This is an optimization exercise on Yosys and OpenROAD, whose aim is small area and a short achievable clock period, not a production implementation.
Function not checked in this run: the RTL went through the layout flow alone.
Power and IR drop assume default switching activity.

==> flow/design.v <==
package panda_pkg;
  typedef enum logic [3:0] {
    ALU_ADD,
    ALU_SUB,
    ALU_AND,
    ALU_OR,
    ALU_XOR,
    ALU_SLL,
    ALU_SRL,
    ALU_SRA,
    ALU_EQ,
    ALU_NE,
    ALU_LT,
    ALU_LTU,
    ALU_GE,
    ALU_GEU
  } alu_operator_e;
  typedef enum logic [6:0] {
    OPCODE_LOAD     = 7'b0000011,
    OPCODE_MISC_MEM = 7'b0001111,
    OPCODE_OP_IMM   = 7'b0010011,
    OPCODE_AUIPC    = 7'b0010111,
    OPCODE_STORE    = 7'b0100011,
    OPCODE_OP       = 7'b0110011,
    OPCODE_LUI      = 7'b0110111,
    OPCODE_BRANCH   = 7'b1100011,
    OPCODE_JALR     = 7'b1100111,
    OPCODE_JAL      = 7'b1101111,
    OPCODE_SYSTEM   = 7'b1110011
  } opcode_e;
endpackage
module panda_adder #(
  parameter int unsigned Width = 32
) (
  input  logic [Width-1:0] operand_a_i,
  input  logic [Width-1:0] operand_b_i,
  input  logic             subtract_i,
  output logic [Width-1:0] result_o
);
  logic [Width:0] operand_a_ext;
  logic [Width:0] operand_b_ext;
  logic [Width:0] result_ext;
  assign operand_a_ext = {operand_a_i, 1'b1};
  assign operand_b_ext = {operand_b_i ^ {Width{subtract_i}}, subtract_i};
  assign result_ext    = $unsigned(operand_a_ext) + $unsigned(operand_b_ext);
  assign result_o      = result_ext[Width:1];
endmodule
module panda_comparator_sub #(
  parameter int unsigned Width = 32
) (
  input  logic [Width-1:0] sub_result_i,  
  input  logic             msb_a_i,       
  input  logic             msb_b_i,       
  input  logic             sign_i,        
  output logic             is_equal_o,    
  output logic             is_less_o      
);
  assign is_equal_o = sub_result_i == {Width{1'b0}};
  always_comb begin
    if (msb_a_i ^ msb_b_i) begin
      is_less_o = msb_b_i ^ sign_i;
    end else begin
      is_less_o = sub_result_i[Width-1];
    end
  end
endmodule
module panda_shifter (
  input  logic        arithmetic_i,
  input  logic [31:0] operand_i,
  input  logic [ 4:0] amount_i,
  output logic [31:0] left_o,
  output logic [31:0] right_o
);
  logic fill;
  assign fill = arithmetic_i & operand_i[31];
  logic [31:0] l [6];
  logic [31:0] r [6];
  assign l[0] = operand_i;
  assign r[0] = operand_i;
  for (genvar s = 0; s < 5; s++) begin : g_stage
    assign l[s+1] = amount_i[s] ? {l[s][31-(1<<s):0], {(1<<s){1'b0}}} : l[s];
    assign r[s+1] = amount_i[s] ? {{(1<<s){fill}}, r[s][31:(1<<s)]} : r[s];
  end
  assign left_o  = l[5];
  assign right_o = r[5];
endmodule
module panda_alu (
  input  logic [ 3:0] operator_i,
  input  logic [31:0] operand_a_i,
  input  logic [31:0] operand_b_i,
  output logic [31:0] arith_o,
  output logic [31:0] shift_left_o,
  output logic [31:0] shift_right_o,
  output logic        sel_left_o,
  output logic        sel_right_o
);
  logic [3:0] op;
  assign op = operator_i;
  logic adder_sub;
  assign adder_sub = (op == panda_pkg::ALU_SUB) | op[3];
  logic [31:0] bx, p, g;
  assign bx = operand_b_i ^ {32{adder_sub}};
  assign p  = operand_a_i ^ bx;
  assign g  = operand_a_i & bx;
  logic [32:0] gs [6];
  logic [32:0] ps [6];
  assign gs[0] = {g, adder_sub};
  assign ps[0] = {p, 1'b0};
  for (genvar l = 0; l < 5; l++) begin : g_lvl
    for (genvar i = 0; i < 33; i++) begin : g_bit
      if (i >= (1 << l)) begin : g_node
        assign gs[l+1][i] = gs[l][i] | (ps[l][i] & gs[l][i-(1<<l)]);
        assign ps[l+1][i] = ps[l][i] & ps[l][i-(1<<l)];
      end else begin : g_pass
        assign gs[l+1][i] = gs[l][i];
        assign ps[l+1][i] = ps[l][i];
      end
    end
  end
  logic [31:0] sum;
  logic        carry;
  assign sum   = p ^ gs[5][31:0];
  assign carry = gs[5][32] | (ps[5][32] & gs[5][0]);
  logic is_equal, is_less_u, is_less_s, cmp_result;
  assign is_equal  = &p;
  assign is_less_u = ~carry;
  assign is_less_s = is_less_u ^ operand_a_i[31] ^ operand_b_i[31];
  always_comb begin
    unique case (op[2:0])
      3'd0:    cmp_result = is_equal;
      3'd1:    cmp_result = ~is_equal;
      3'd2:    cmp_result = is_less_s;
      3'd3:    cmp_result = is_less_u;
      3'd4:    cmp_result = ~is_less_s;
      3'd5:    cmp_result = ~is_less_u;
      default: cmp_result = 1'b0;
    endcase
  end
  logic        fill;
  logic [31:0] shl [6];
  logic [31:0] shr [6];
  assign fill   = (op == panda_pkg::ALU_SRA) & operand_a_i[31];
  assign shl[0] = operand_a_i;
  assign shr[0] = operand_a_i;
  for (genvar s = 0; s < 5; s++) begin : g_shift
    assign shl[s+1] = operand_b_i[s] ? {shl[s][31-(1<<s):0], {(1<<s){1'b0}}} : shl[s];
    assign shr[s+1] = operand_b_i[s] ? {{(1<<s){fill}}, shr[s][31:(1<<s)]} : shr[s];
  end
  assign shift_left_o  = shl[5];
  assign shift_right_o = shr[5];
  logic op_add, op_and, op_or, op_xor, op_cmp;
  assign op_add   = (op == panda_pkg::ALU_ADD) | (op == panda_pkg::ALU_SUB);
  assign op_and   = op == panda_pkg::ALU_AND;
  assign op_or    = op == panda_pkg::ALU_OR;
  assign op_xor   = op == panda_pkg::ALU_XOR;
  assign op_cmp   = op[3] & ~(op[2] & op[1]);
  assign sel_left_o  = op == panda_pkg::ALU_SLL;
  assign sel_right_o = (op == panda_pkg::ALU_SRL) | (op == panda_pkg::ALU_SRA);
  assign arith_o = ({32{op_add}} & sum)     |
                   ({32{op_and}} & g)       |
                   ({32{op_or}}  & (g | p)) |
                   ({32{op_xor}} & p)       |
                   {31'b0, op_cmp & cmp_result};
endmodule
module panda_rf_read #(
  parameter int N = 32
) (
  input  logic [N-1:0]       sel_i,
  input  logic [N-1:0][31:0] data_i,
  output logic [31:0]        data_o
);
  always_comb begin
    data_o = '0;
    for (int i = 0; i < N; i++) begin
      data_o = data_o | ({32{sel_i[i]}} & data_i[i]);
    end
  end
endmodule
module panda_exec (
  input  logic        clk_i,
  input  logic        rst_ni,
  input  logic [ 3:0] operator_i,
  input  logic [ 4:0] rs1_addr_i,
  input  logic [ 4:0] rs2_addr_i,
  input  logic [ 4:0] rd_addr_i,
  input  logic        rd_we_i,
  input  logic        use_imm_i,
  input  logic [31:0] imm_i,
  output logic [31:0] result_o
);
  logic [31:0]       operand_a;
  logic [31:0]       operand_b;
  logic [31:0]       result_q;    
  logic [31:1][31:0] regs_q;
  logic [31:1]       valid_q;    
  logic [31:1]       pend_q;     
  logic [31:1]       ready;      
  logic [ 4:0]       wr_addr_q;
  logic              wr_en_q;
  always_ff @(posedge clk_i or negedge rst_ni) begin
    if (~rst_ni) begin
      pend_q  <= '0;
      valid_q <= '0;
      wr_en_q <= 1'b0;
    end else begin
      for (int i = 1; i < 32; i++) begin
        pend_q[i] <= rd_we_i & (rd_addr_i == i);
      end
      valid_q <= valid_q | pend_q;
      wr_en_q <= rd_we_i & (rd_addr_i != 5'd0);
    end
  end
  always_ff @(posedge clk_i) begin
    wr_addr_q <= rd_addr_i;
  end
  always_ff @(posedge clk_i) begin
    for (int i = 1; i < 32; i++) begin
      if (pend_q[i]) begin
        regs_q[i] <= result_q;
      end
    end
  end
  assign ready = valid_q & ~pend_q;
  logic [31:1] sel1, sel2;
  logic        byp1, byp2;
  for (genvar i = 1; i < 32; i++) begin : g_sel
    assign sel1[i] = (rs1_addr_i == i) & ready[i];
    assign sel2[i] = (rs2_addr_i == i) & ready[i] & ~use_imm_i;
  end
  assign byp1 = wr_en_q & (rs1_addr_i == wr_addr_q);
  assign byp2 = wr_en_q & (rs2_addr_i == wr_addr_q) & ~use_imm_i;
  panda_rf_read #(.N(32)) i_read_a (
    .sel_i ({sel1, byp1}),
    .data_i({regs_q, result_q}),
    .data_o(operand_a)
  );
  panda_rf_read #(.N(33)) i_read_b (
    .sel_i ({sel2, byp2, use_imm_i}),
    .data_i({regs_q, result_q, imm_i}),
    .data_o(operand_b)
  );
  logic [31:0] arith, shift_left, shift_right;
  logic        sel_left, sel_right;
  panda_alu i_alu (
    .operator_i   (operator_i ),
    .operand_a_i  (operand_a  ),
    .operand_b_i  (operand_b  ),
    .arith_o      (arith      ),
    .shift_left_o (shift_left ),
    .shift_right_o(shift_right),
    .sel_left_o   (sel_left   ),
    .sel_right_o  (sel_right  )
  );
  logic [31:0] arith_q, shift_left_q, shift_right_q;
  logic        sel_left_q, sel_right_q;
  always_ff @(posedge clk_i or negedge rst_ni) begin
    if (~rst_ni) begin
      arith_q     <= '0;
      sel_left_q  <= 1'b0;
      sel_right_q <= 1'b0;
    end else begin
      arith_q     <= arith;
      sel_left_q  <= sel_left;
      sel_right_q <= sel_right;
    end
  end
  always_ff @(posedge clk_i) begin
    shift_left_q  <= shift_left;
    shift_right_q <= shift_right;
  end
  assign result_q = arith_q |
                    ({32{sel_left_q}}  & shift_left_q) |
                    ({32{sel_right_q}} & shift_right_q);
  assign result_o = result_q;
endmodule
==> flow/run.sh <==
#!/bin/bash
# synth_recipe.tcl (not shown) runs the flow's synth.tcl, then flattens the netlist and writes it again
# the make line also repeats each setting of config.mk as NAME=value (left out here)
make -C /OpenROAD-flow-scripts/flow DESIGN_CONFIG=/design/flow/config.mk WORK_HOME=/design/flow/orfs CLKGATE_MAP_FILE= SYNTH_SCRIPT=/design/flow/synth_recipe.tcl finish
==> flow/config.mk <==
export PLATFORM = sky130hd
export DESIGN_NAME = panda_exec
export DESIGN_NICKNAME = panda_exec
export VERILOG_FILES = /design/flow/design.v
export SDC_FILE = /design/flow/constraint.sdc
export NUM_CORES = 4
export LEC_CHECK = 0
export CAP_MARGIN = 20
export CORE_MARGIN = 2
export CORE_UTILIZATION = 40
export CTS_CLUSTER_DIAMETER = 80
export CTS_CLUSTER_SIZE = 24
export SETUP_SLACK_MARGIN = 3.0
export SLEW_MARGIN = 20
export SYNTH_HIERARCHICAL = 1
export TNS_END_PERCENT = 10
==> flow/constraint.sdc <==
create_clock -name core_clock -period 7.5 [get_ports {clk_i}]
set_input_delay 1.5000 -clock core_clock [delete_from_list [all_inputs] [get_ports {clk_i}]]
set_output_delay 1.5000 -clock core_clock [all_outputs]
set_load 0.01 [all_outputs]
==> reports/results.ini <==
[flow_run]
cap_violations=0

[clock_network]
numCtsBuffers=67
cts_tree=yes
clkTransAtPathRegs_ps=90
clkLatencyLatePin_ps=730
cts.path.max_buffers=3
cts-root-buf=clkbuf_16
cts.sinks=1158
cts_max_level=3

[route]
viasPerCell=7.52
drtPass1Iterations=10
drc=0
wirelength_um=260000
ant_nets=0
drt_iter0_drc=10500
wl_per_cell_um=42.0
vias=46500

[sta]
hold_viol=0
drv_slew=0
skew_ps=65.8
post-route-worst-setup-slack_ps=1940
tightest_slew_ps=1150
fin_tns_setup_ps=0
rsz0062_at_grt=true
fin_crit_ps=5560
setup_viol=0
fmax_mhz=180
finalCritPeriodShare=0.741
slew_headroom=0.234

[floorplanning]
io_pins=87
dieWidth_um=368
initial_core_util=0.403
core_region_area_um2=131000
chipHeight_um=368
dieArea_um2=135000
core.rowCount=133

[final_layout]
multi_input_area_um2=19600
area_delta_synth_final_pct=20.2
regArea_um2=33600
layout.nets=4496
fillers=11500
drive_gt1_frac=0.221
fin_area_um2=63700

[power]
leakagePower_nw=21.3
ir_worst_vdd_uv=170
finalPower_w=0.0147
power.density_nw_per_um2=232

[placed_design]
io_buffers=86
dp_hpwl_um=149000
pre_cts_ws_ps=376
gp_congestion=0.991
place_area_um2=57800

[yosys]
synth_ff_type=edfxtp_1
synth_edf_count=992
yosysWarningCount=14
synthesis.nets=4173
async_flop_share=0.0838
synth_area_um2=53000
synthTopCellsByCount=a22oi_1 (998), edfxtp_1 (992), nand4_1 (236)
ys_types=82
synthCells=4053
syn_avg_cell_area_um2=13.1
ys_seq_elements=1158
synth_area_leader_cell=edfxtp_1
synth_top_cell_area_share=0.562
synth-seq-area-share=0.634
yosysMostFrequentCell=a22oi_1
synthTopCellsByArea=edfxtp_1 (56%), a22oi_1 (14%), dfrtp_1 (4.6%), nand4_1 (2.8%), dfxtp_1 (2.6%)

[setup_path]
critPathArrivalTime_ps=6120
cpMostUsedCell=buf_4
critical_path_class=in2reg
slowest_stage=nor4_4
crit_required_ps=8060
path_max_fanout=14
endpoint_kind=register
cp_slowest_stage_delay_ps=580
worst_setup_path_start_kind=input pin
path_cells=buf_4 -> nand3b_1 -> buf_4 -> nor4_4 -> buf_4 -> a22oi_1 -> nand4_1 -> or4_1 -> inv_1 -> ha_4 -> a2111o_1 -> a21oi_2 -> o211ai_2 -> a211o_1 -> a21o_4 -> a2111o_1 -> and3_1 -> o21bai_1 -> a31oi_1
path_buf_inv=4
cp_top_family=compound AO/OA/AOI/OAI gates

[global_routing]
overflow=0
grt.total_usage=0.366
grt_pass1_vias=43100
grt_max_degree=108
antenna_found_initial=9
grt_pass1_wl_um=346000

[min_path]
hold_class=reg2reg

[run_status]
outcome=no timing/DRC/antenna violations

-- final cells by class --
cell class / count / area share
diodes: 6 / 0.000236
repair buffers: 555 / 0.0905
well taps: 1755 / 0.0345
flip-flops and latches: 1158 / 0.528
multi-input cells: 2523 / 0.308
clock buffers: 77 / 0.0281
inverters: 71 / 0.00425
clock inverters: 33 / 0.00560
-- state kept, by name, summed over array words and instances, names as in the netlist --
| signal | count |
|---|---|
| shift_left_q | 32 |
| arith_q | 32 |
| valid_q | 31 |
| sel_right_q | 1 |
| shift_right_q | 32 |
| sel_left_q | 1 |
| regs_q | 992 |
| wr_en_q | 1 |
| pend_q | 31 |
| wr_addr_q | 5 |
-- per-layer routing --
metal | vias up | routed length, um | track usage | part of all wire
li1 | 17300 | - | - | -
met1 | 22500 | 86900 | 0.462 | 0.33
met2 | 5207 | 104000 | 0.514 | 0.40
met3 | 1441 | 45600 | 0.159 | 0.18
met4 | 8 | 22700 | 0.229 | 0.088
met5 | - | 130 | 0 | 0.00050
-- cells by family after synthesis --
| kind of cell | after synthesis | share of synthesized area |
|---|---|---|
| compound gates | 1424 | 0.196 |
| flops | 1158 | 0.634 |
| simple gates | 876 | 0.0895 |
| buf+inv | 373 | 0.0328 |
| mux | 108 | 0.0237 |
| fa+ha+maj | 65 | 0.0154 |
| xor+xnor | 49 | 0.00810 |
-- timing repair --
item                       CTS  global route
pin swaps                  124            65
setup endpoints to repair  109           110
hold endpoints to repair     0             0
setup buffers              128            43
gates cloned                 8             6
hold buffers                 0             0
gates resized for setup    300           104
-- per-module statistics from Yosys, one instance, submodules excluded, excerpt --
module	times used	flip-flops and latches	cells inside	area [um2]
panda_alu	1	0	1052	6720
panda_exec	1	1158	1430	35300
-- worst paths after layout --
kind	startpoint	end	slack [ps]	cells past startpoint
hold reg to reg	valid_q[2]$_DFF_PN0_	valid_q[2]$_DFF_PN0_	470	1
min in group asynchronous	rst_ni	arith_q[10]$_DFF_PN0_	900	1
setup reg to reg	pend_q[9]$_DFF_PN0_	arith_q[0]$_DFF_PN0_	2170	21
setup / recovery	rs1_addr_i[2]	arith_q[0]$_DFF_PN0_	1940	19
max in group asynchronous	rst_ni	pend_q[30]$_DFF_PN0_	5270	2
hold / removal	valid_q[2]$_DFF_PN0_	valid_q[2]$_DFF_PN0_	470	1
-- per-stage QoR --
stage | instances | hold WS (ps) | util
global placement | 5875 | 449 | 0.440
finish | 6178 | 467 | 0.484
global route | 6172 | 483 | 0.484
detailed placement | 5877 | 451 | 0.440
floorplan | 4053 | 438 | -
CTS | 6123 | 472 | 0.476
-- power by group --
| part | internal (W) | total, W | leakage [nW] | switching, W |
|---|---|---|---|---|
| Sequential | 0.00745 | 0.00754 | 10.9 | 0.0000904 |
| Combinational | 0.00104 | 0.00304 | 9.39 | 0.00201 |
| Clock | 0.00182 | 0.00416 | 1.05 | 0.00234 |
| Total | 0.0103 | 0.0147 | 21.3 | 0.00444 |
-- placed cells by master (no fill, tap or decap), types with 33 or more instances in the layout --
cell and instances:
nor2_1 150, dfxtp_1 69, dfrtp_1 66, or2_2 33, a22oi_1 959, nand3_1 54
nand2b_1 49, buf_6 39, clkdlybuf4s50_1 74, nor3_4 35, ha_1 42, inv_1 64
clkbuf_16 76, a22oi_2 40, nand4_1 236, edfxtp_1 992, nand2_1 108, a21oi_1 98
mux2i_1 78, o21ai_0 100, buf_12 66, buf_4 343

-- separate check: timing with driven ports --
No port has a modelled driver above. Below, the same layout with a new extraction and two added sets of constraints. Step 1 sets driving cells, clkbuf_16 on the clock port and buf_2 on the other inputs (assumed; they add their load-dependent delay and slew). Step 2 times the ports against the registers' clock, not the clock port: input delays grow and output delays shrink by t, the midpoint of the rising clock arrivals with the driver on. Three values: ideal, step 1, step 2; two values: the first two.
t (ns): 0.775
setup slack, ns: 1.941 / 1.997 / 1.222
hold slack, ns: 0.467 / 0.467 / 0.467
slew at the worst register clock pin (ns): 0.10 / 0.10
worst data-port slew with drivers (ns): 0.05
After both steps this run still meets setup and hold. The setup slack of this run moves by +0.056 ns with the drivers and by -0.719 ns with both steps.
